This design comes from an exercise in tuning for small area and a short achievable clock period on the open sky130 flow, not from production work.
Function was checked by simulation only, so behaviour that the tests miss may differ from the original.
Power figures rest on the tool's default switching activity, not on a simulated workload.

==> 12-16: inputs <==
Design cu_top, start of the top module:
module cu_top 	#(parameter RF_DATASIZE=16, ADDRESS_WIDTH=4, SIGNAL_WIDTH=3)
		(
			input wire clk, reset, stall,
			input wire  ps_cu_trunc, ps_cu_float, 
			input wire ps_mul_en,ps_mul_otreg,
			input wire[3:0] ps_mul_dtsts,
			input wire[1:0] ps_mul_cls, ps_mul_sc,
			output wire mul_ps_mv, mul_ps_mn, mul_ps_mu, mul_ps_mi,
			input wire[(SIGNAL_WIDTH-1):0]ps_xb_w_cuEn,
			input wire ps_xb_w_bcEn,
			input wire[(ADDRESS_WIDTH-1):0] ps_xb_raddx, ps_xb_raddy, ps_xb_wadd,
			input wire [RF_DATASIZE-1:0] bc_dt,
			output wire [RF_DATASIZE-1:0] xb_dtx,	
			input wire ps_shf_en,
			input wire [1:0] ps_shf_cls,
			output wire shf_ps_sv, shf_ps_sz,
			input wire ps_alu_en,
			input wire [1:0]ps_alu_hc, ps_alu_sc2,
			input wire [2:0]ps_alu_sc1,
			input wire ps_alu_sat, ps_alu_ci, 
			output wire alu_ps_az, alu_ps_an, alu_ps_ac, alu_ps_av, alu_ps_au, alu_ps_as, alu_ps_ai,
			output wire alu_ps_compd
		);
	wire [RF_DATASIZE-1:0] xb_dty;
	wire xb_rf_w_En;
	wire [RF_DATASIZE-1:0] xb_rf_dt, alu_xb_dt, shf_xb_dt, mul_xb_dt, rf_xb_dtx, rf_xb_dty;
	crossbar #(.DATA_WIDTH(RF_DATASIZE), .ADDRESS_WIDTH(ADDRESS_WIDTH), .SIGNAL_WIDTH(SIGNAL_WIDTH)) xb_obj
		(	clk, stall,
			ps_xb_w_cuEn, ps_xb_w_bcEn,
			ps_xb_wadd, ps_xb_raddx, ps_xb_raddy,
			bc_dt, alu_xb_dt, shf_xb_dt, mul_xb_dt, rf_xb_dtx, rf_xb_dty,
			xb_dtx, xb_dty, 
			xb_rf_w_En, 
			xb_rf_dt
		);
	regfile #(.DATA_WIDTH(RF_DATASIZE), .ADDRESS_WIDTH(ADDRESS_WIDTH), .SIGNAL_WIDTH(SIGNAL_WIDTH)) rf_obj
			( 
				clk, xb_rf_w_En, 
				ps_xb_wadd,  ps_xb_raddx,  ps_xb_raddy,
				xb_rf_dt,
				rf_xb_dtx, rf_xb_dty
			);		
	multiplier #(.RF_DATASIZE(RF_DATASIZE)) mul_obj 
			(
				xb_dtx, xb_dty, mul_xb_dt,
				ps_mul_en, ps_cu_float, ps_mul_otreg, ps_cu_trunc,
				ps_mul_dtsts,
				ps_mul_cls, ps_mul_sc,
				clk, reset,
				mul_ps_mv, mul_ps_mn, mul_ps_mu, mul_ps_mi
			);	
	shifter #(.DATASIZE(RF_DATASIZE)) shf_obj
			(
				clk, reset,
				ps_shf_en, ps_shf_cls, 
				xb_dtx, xb_dty, 
				shf_xb_dt, shf_ps_sv, shf_ps_sz
			);
	alu #(.RF_DATASIZE(RF_DATASIZE)) alu_obj
			(
				clk, reset,
				xb_dtx, xb_dty, 
				alu_xb_dt,
				ps_alu_en, ps_cu_float, ps_alu_sat, ps_alu_ci, ps_cu_trunc,
				ps_alu_hc, ps_alu_sc2,
				ps_alu_sc1,
  ...
Settings: LEC_CHECK=0, CAP_MARGIN=20, CORE_MARGIN=2, CORE_UTILIZATION=35, PLACE_DENSITY=0.55, SLEW_MARGIN=20; clock period 28.0 ns.
run.sh (not shown) runs the stock make flow with config.mk's settings and CLKGATE_MAP_FILE= SYNTH_SCRIPT=/design/flow/synth_recipe.tcl, a recipe that flattens the netlist after the stock synthesis.
==> 09-28 (differences from 12-16) <==
--- a/flow/design.v
+++ b/flow/design.v
@@ -235,32 +235,32 @@
             y  <= 16'h0000;
         end
         else
         begin
             x <= x_n;
             y <= y_n;
         end
     end
-    wire ns_n;
-    wire [15:0] tn_n;
-    alu_fadd fa (.x(x_n), .y(y_n), .sc1(sc1_n), .sc2(sc2_n), .ns(ns_n), .tn(tn_n));
-    reg ns;
-    reg [15:0] tn;
+    wire nsf_n;
+    wire [15:0] tnf_n;
+    alu_fadd fa (.x(x_n), .y(y_n), .sc1(sc1_n), .sc2(sc2_n), .ns(nsf_n), .tn(tnf_n));
+    reg nsf;
+    reg [15:0] tnf;
     always@(posedge clk or negedge reset)
     begin
         if(~reset)
         begin
-            ns <= 1'b0;
-            tn <= 16'h0000;
+            nsf <= 1'b0;
+            tnf <= 16'h0000;
         end
         else
         begin
-            ns <= ns_n;
-            tn <= tn_n;
+            nsf <= nsf_n;
+            tnf <= tnf_n;
         end
     end
     wire F = alu_float;
     wire T = alu_trunc;
     wire [1:0] hc = alu_hc;
     wire [1:0] sc2 = alu_sc2;
     wire [2:0] sc1 = alu_sc1;
     wire sx = x[15];
@@ -272,16 +272,18 @@
     wire x_all1 = &ex;
     wire invld_x = x_all1 & (|x[9:0]) & F;
     wire invld_y = (&ey) & (|y[9:0]) & F;
     wire inv = invld_x | invld_y;
     wire infs = x_all1 & ~(|x[9:0]) & (&ey) & ~(|y[9:0]) & F;
     wire [4:0] diff = ex - ey;
     wire d4 = diff[4];
     wire [15:0] absx = (x ^ {16{sx}}) + sx;
+    wire ns = sc1[0] ? sx : nsf;
+    wire [15:0] tn = sc1[0] ? absx : tnf;
     reg [4:0] zeroes;
     integer k;
     always @* begin
         zeroes = 5'd16;
         for (k = 0; k < 16; k = k + 1)
             if (tn[k]) zeroes = 5'd15 - k;
     end
     wire [15:0] nout = tn << zeroes;
@@ -387,22 +389,22 @@
                 else if (inv) dt_R = 16'hffff;
                 else dt_R = {sy, x[14:0]};
             end
             default: dt_R = 16'h0001;
         endcase
     end
     wire abs_ov = ~F & (x == 16'h8000);
     wire [15:0] abs_x = F ? {1'b0, x[14:0]} : absx;
-    wire [22:0] rv [0:3];
+    wire [22:0] rv [0:0];
     genvar g;
     generate
-        for (g = 0; g < 4; g = g + 1) begin : ov
-            wire sat = (g >= 2);
-            wire ci = (g % 2 == 1);
+        for (g = 0; g < 1; g = g + 1) begin : ov
+            wire sat = 1'b0;
+            wire ci = 1'b0;
             wire [22:0] r;
         wire c = ~F & sc1[0] & ci;
         wire [15:0] sum = c ? s1[15:0] : s0[15:0];
         wire c15 = c ? c15_1 : c15_0;
         wire c14 = c ? c14_1 : c14_0;
         reg [15:0] dt;
         reg av, au, ai, ac;
         always @* begin
@@ -460,17 +462,51 @@
         end
         wire az = ((F & ~(sc1[0] & ~sc2[0] & (^sc1[2:1]))) ? (dt[14:0] == 15'h0) : (dt == 16'h0)) & ~ai;
         wire an = (({hc, sc1} == 5'b11_010) ? 1'b0 : dt[15]) & ~ai;
         wire as = (((hc == 2'b11) & sc1[1]) ? x[15] : 1'b0) & ~ai;
         assign r = {dt, az, an, ac & ~ai, av, au, as, ai};
             assign rv[g] = r;
         end
     endgenerate
-    wire [22:0] rsel = rv[{satEn, ps_alu_ci}];
+    reg [15:0] dt_s;
+    reg av_s, au_s, ai_s;
+    always @* begin
+        if (hc == 2'b11) begin
+            dt_s = abs_ov ? 16'h7fff : abs_x; av_s = abs_ov; au_s = 1'b0; ai_s = invld_x;
+        end
+        else if (sc1[2:1] == 2'b00) begin
+            dt_s = sc2[1] ? (invld_x ? 16'hffff : av_SL ? sl_sat : sum_e) : dt_SCB;
+            av_s = av_SL; au_s = au_SL; ai_s = invld_x;
+        end
+        else begin
+            dt_s = invld_x ? 16'hffff : (av_TF ? (sx ? 16'h8000 : 16'h7fff) : temp_dt);
+            av_s = av_TF; au_s = au_TF; ai_s = invld_x;
+        end
+    end
+    wire az_s = ((F & ~(sc1[0] & ~sc2[0] & (^sc1[2:1]))) ? (dt_s[14:0] == 15'h0) : (dt_s == 16'h0)) & ~ai_s;
+    wire an_s = dt_s[15] & ~ai_s;
+    wire as_s = ((hc == 2'b11) & sc1[1]) & sx & ~ai_s;
+    wire [22:0] r_s = {dt_s, az_s, an_s, 1'b0, av_s, au_s, as_s, ai_s};
+    wire sat_op = ((hc == 2'b00) & F & sc1[0] & ((sc1[2:1] == 2'b00) ? sc2[1] : (sc1[2:1] != 2'b11))) |
+                  ((hc == 2'b11) & (sc1 == 3'b011) & ~F);
+    wire av_c0 = ~av_off_C & (c15_0 ^ c14_0);
+    wire av_c1 = ~av_off_C & (c15_1 ^ c14_1);
+    wire ac_mask = ~((sc2 == 2'b01) & (sc1 == 3'b011));
+    wire [15:0] n_c0 = shr ? {1'b0, s0[15:1]} : s0[15:0];
+    wire [15:0] n_c1 = shr ? {1'b0, s1[15:1]} : s1[15:0];
+    wire [22:0] r_fx0 = {n_c0, n_c0 == 16'h0, n_c0[15], c15_0 & ac_mask, av_c0, 3'b000};
+    wire [22:0] r_fx1 = {n_c1, n_c1 == 16'h0, n_c1[15], c15_1 & ac_mask, av_c1, 3'b000};
+    wire [22:0] r_fs0 = {(s0[15] ? 16'h7fff : 16'h8000), 1'b0, ~s0[15], c15_0 & ac_mask, av_c0, 3'b000};
+    wire [22:0] r_fs1 = {(s1[15] ? 16'h7fff : 16'h8000), 1'b0, ~s1[15], c15_1 & ac_mask, av_c1, 3'b000};
+    wire [22:0] r_f0 = (satEn & av_c0) ? r_fs0 : r_fx0;
+    wire [22:0] r_f1 = (satEn & av_c1) ? r_fs1 : r_fx1;
+    wire is_fix = (hc == 2'b00) & ~F;
+    wire [22:0] rsel = is_fix ? ((ps_alu_ci & sc1[0]) ? r_f1 : r_f0) :
+                       ((satEn & sat_op) ? r_s : rv[0]);
     always @* begin
         {alu_xb_dt, alu_ps_az, alu_ps_an, alu_ps_ac, alu_ps_av, alu_ps_au, alu_ps_as, alu_ps_ai} = rsel;
     end
     assign alu_ps_compd = alu_en & ({hc, sc1, sc2} == 7'b10_011_01);
 endmodule
 module alu_fadd (
     input wire [15:0] x, y,
     input wire [2:0] sc1,
@@ -500,19 +536,18 @@
     wire cx = neg_x ? ~ix : ix;
     wire [15:0] YB = (sc2 == 2'b01) ? ~TYr : (sc2 == 2'b10) ? 16'h0000 : TYr;
     wire cy = (sc2 == 2'b01) ? ~iy : (sc2 == 2'b10) ? 1'b0 : iy;
     wire ce = sc2[1] & ~neg_x;
     wire [1:0] K = {1'b0, cx} + {1'b0, cy} + {1'b0, ce};
     wire [15:0] K2 = 16'd2 - {14'b0, K};
     wire [15:0] fsum = XA + YB + {14'b0, K};
     wire [15:0] nfsum = ~XA + ~YB + K2;
-    wire [15:0] absx = (x ^ {16{sx}}) + sx;
-    assign ns = sc1[0] ? sx : fsum[15];
-    assign tn = sc1[0] ? absx : (fsum[15] ? nfsum : fsum);
+    assign ns = fsum[15];
+    assign tn = fsum[15] ? nfsum : fsum;
 endmodule
 module multiplier
 			#(parameter RF_DATASIZE=16)
 			(
 				input wire[15:0] xb_dtx, xb_dty,
 				output wire[15:0] mul_xb_dt,
 				input wire ps_mul_en, ps_mul_float, ps_mul_otreg, ps_mul_trunc,
 				input wire[3:0] ps_mul_dtsts,
==> flow/config.mk (replaced) <==
export PLATFORM = sky130hd
export DESIGN_NAME = cu_top
export DESIGN_NICKNAME = cu_top
export VERILOG_FILES = /design/flow/design.v
export SDC_FILE = /design/flow/constraint.sdc
export NUM_CORES = 4
export LEC_CHECK = 0
export CAP_MARGIN = 20
export CORE_MARGIN = 2
export CORE_UTILIZATION = 55
export PLACE_DENSITY = 0.7
export SLEW_MARGIN = 20
==> results.txt <==
                                                                  09-28           12-16
Overall die width                                                343 um          434 um
Power in the clock group                                       0.858 mW        0.846 mW
Depth of the most critical reg-to-reg path                           65              61
Post-layout minimum cycle time                                 19.52 ns        18.28 ns
Number of multi-input combinational cells in the layout            6227            6525
Post-synthesis cell count                                          7810            8133
WP depth                                                             65              61
Maximum clock frequency                                        51.2 MHz        54.7 MHz
Number of tap cells inserted                                       1512            2464
Met2 Routed Length                                               128 mm          142 mm
Synthesized cell area                                      0.0632 sq mm    0.0647 sq mm
Cell total after placement                                         9197           10449
Met1 GRT Util                                                     0.608           0.423
Vias per std cell                                                  7.35            6.48
Wirelength per Cell                                             33.5 um         31.4 um
Leakage power summed over all cells                             28.0 nW         28.8 nW
Seq pwr                                                         1.27 mW         1.28 mW
Initial standard-cell utilization of the core                     0.553           0.353
Highest fanout seen on the critical path                             43              36
Portion of netlist area occupied by mux cells                    0.0496          0.0462
Post-Route M1 WL                                                 105 mm          125 mm
First-pass iteration count of the detailed router                     8               7
Status                                                   finished clean  finished clean
Data arrival time of the worst path                            20.12 ns        18.93 ns
Core Footprint                                              0.114 sq mm     0.183 sq mm
Global routing usage on met3                                      0.198          0.0743

[static timing again, ports no longer ideal]
No port has a modelled driver above. Below, the same layouts with a new extraction and two added sets of constraints.
Step 1 (the two cells are an assumption about what drives the block):
set clk [get_ports {clk}]
set_driving_cell -lib_cell sky130_fd_sc_hd__clkbuf_16 $clk
set_driving_cell -lib_cell sky130_fd_sc_hd__buf_2 [delete_from_list [all_inputs] $clk]
Step 2 times the ports against the registers' clock, not the clock port: input delays grow and output delays shrink by t, the midpoint of the rising clock arrivals with the driver on.
Three values: ideal ports, drivers, drivers and shift; two values: the first two.
run	t (ns)	setup slack, ns	latest minus earliest clock arrival (ns)	slew at the worst register clock pin (ns)	cell pins on the clock port's net
12-16	0.798	9.723 / 9.723 / 9.637	0.054 / 0.054	0.08 / 0.08	1
09-28	0.800	8.482 / 8.482 / 8.482	0.045 / 0.045	0.07 / 0.07	1
After both steps setup and hold are still met in every run listed. For 12-16, which loses most, drivers alone change the setup slack by 0.000 ns; drivers and shift together by -0.086 ns.
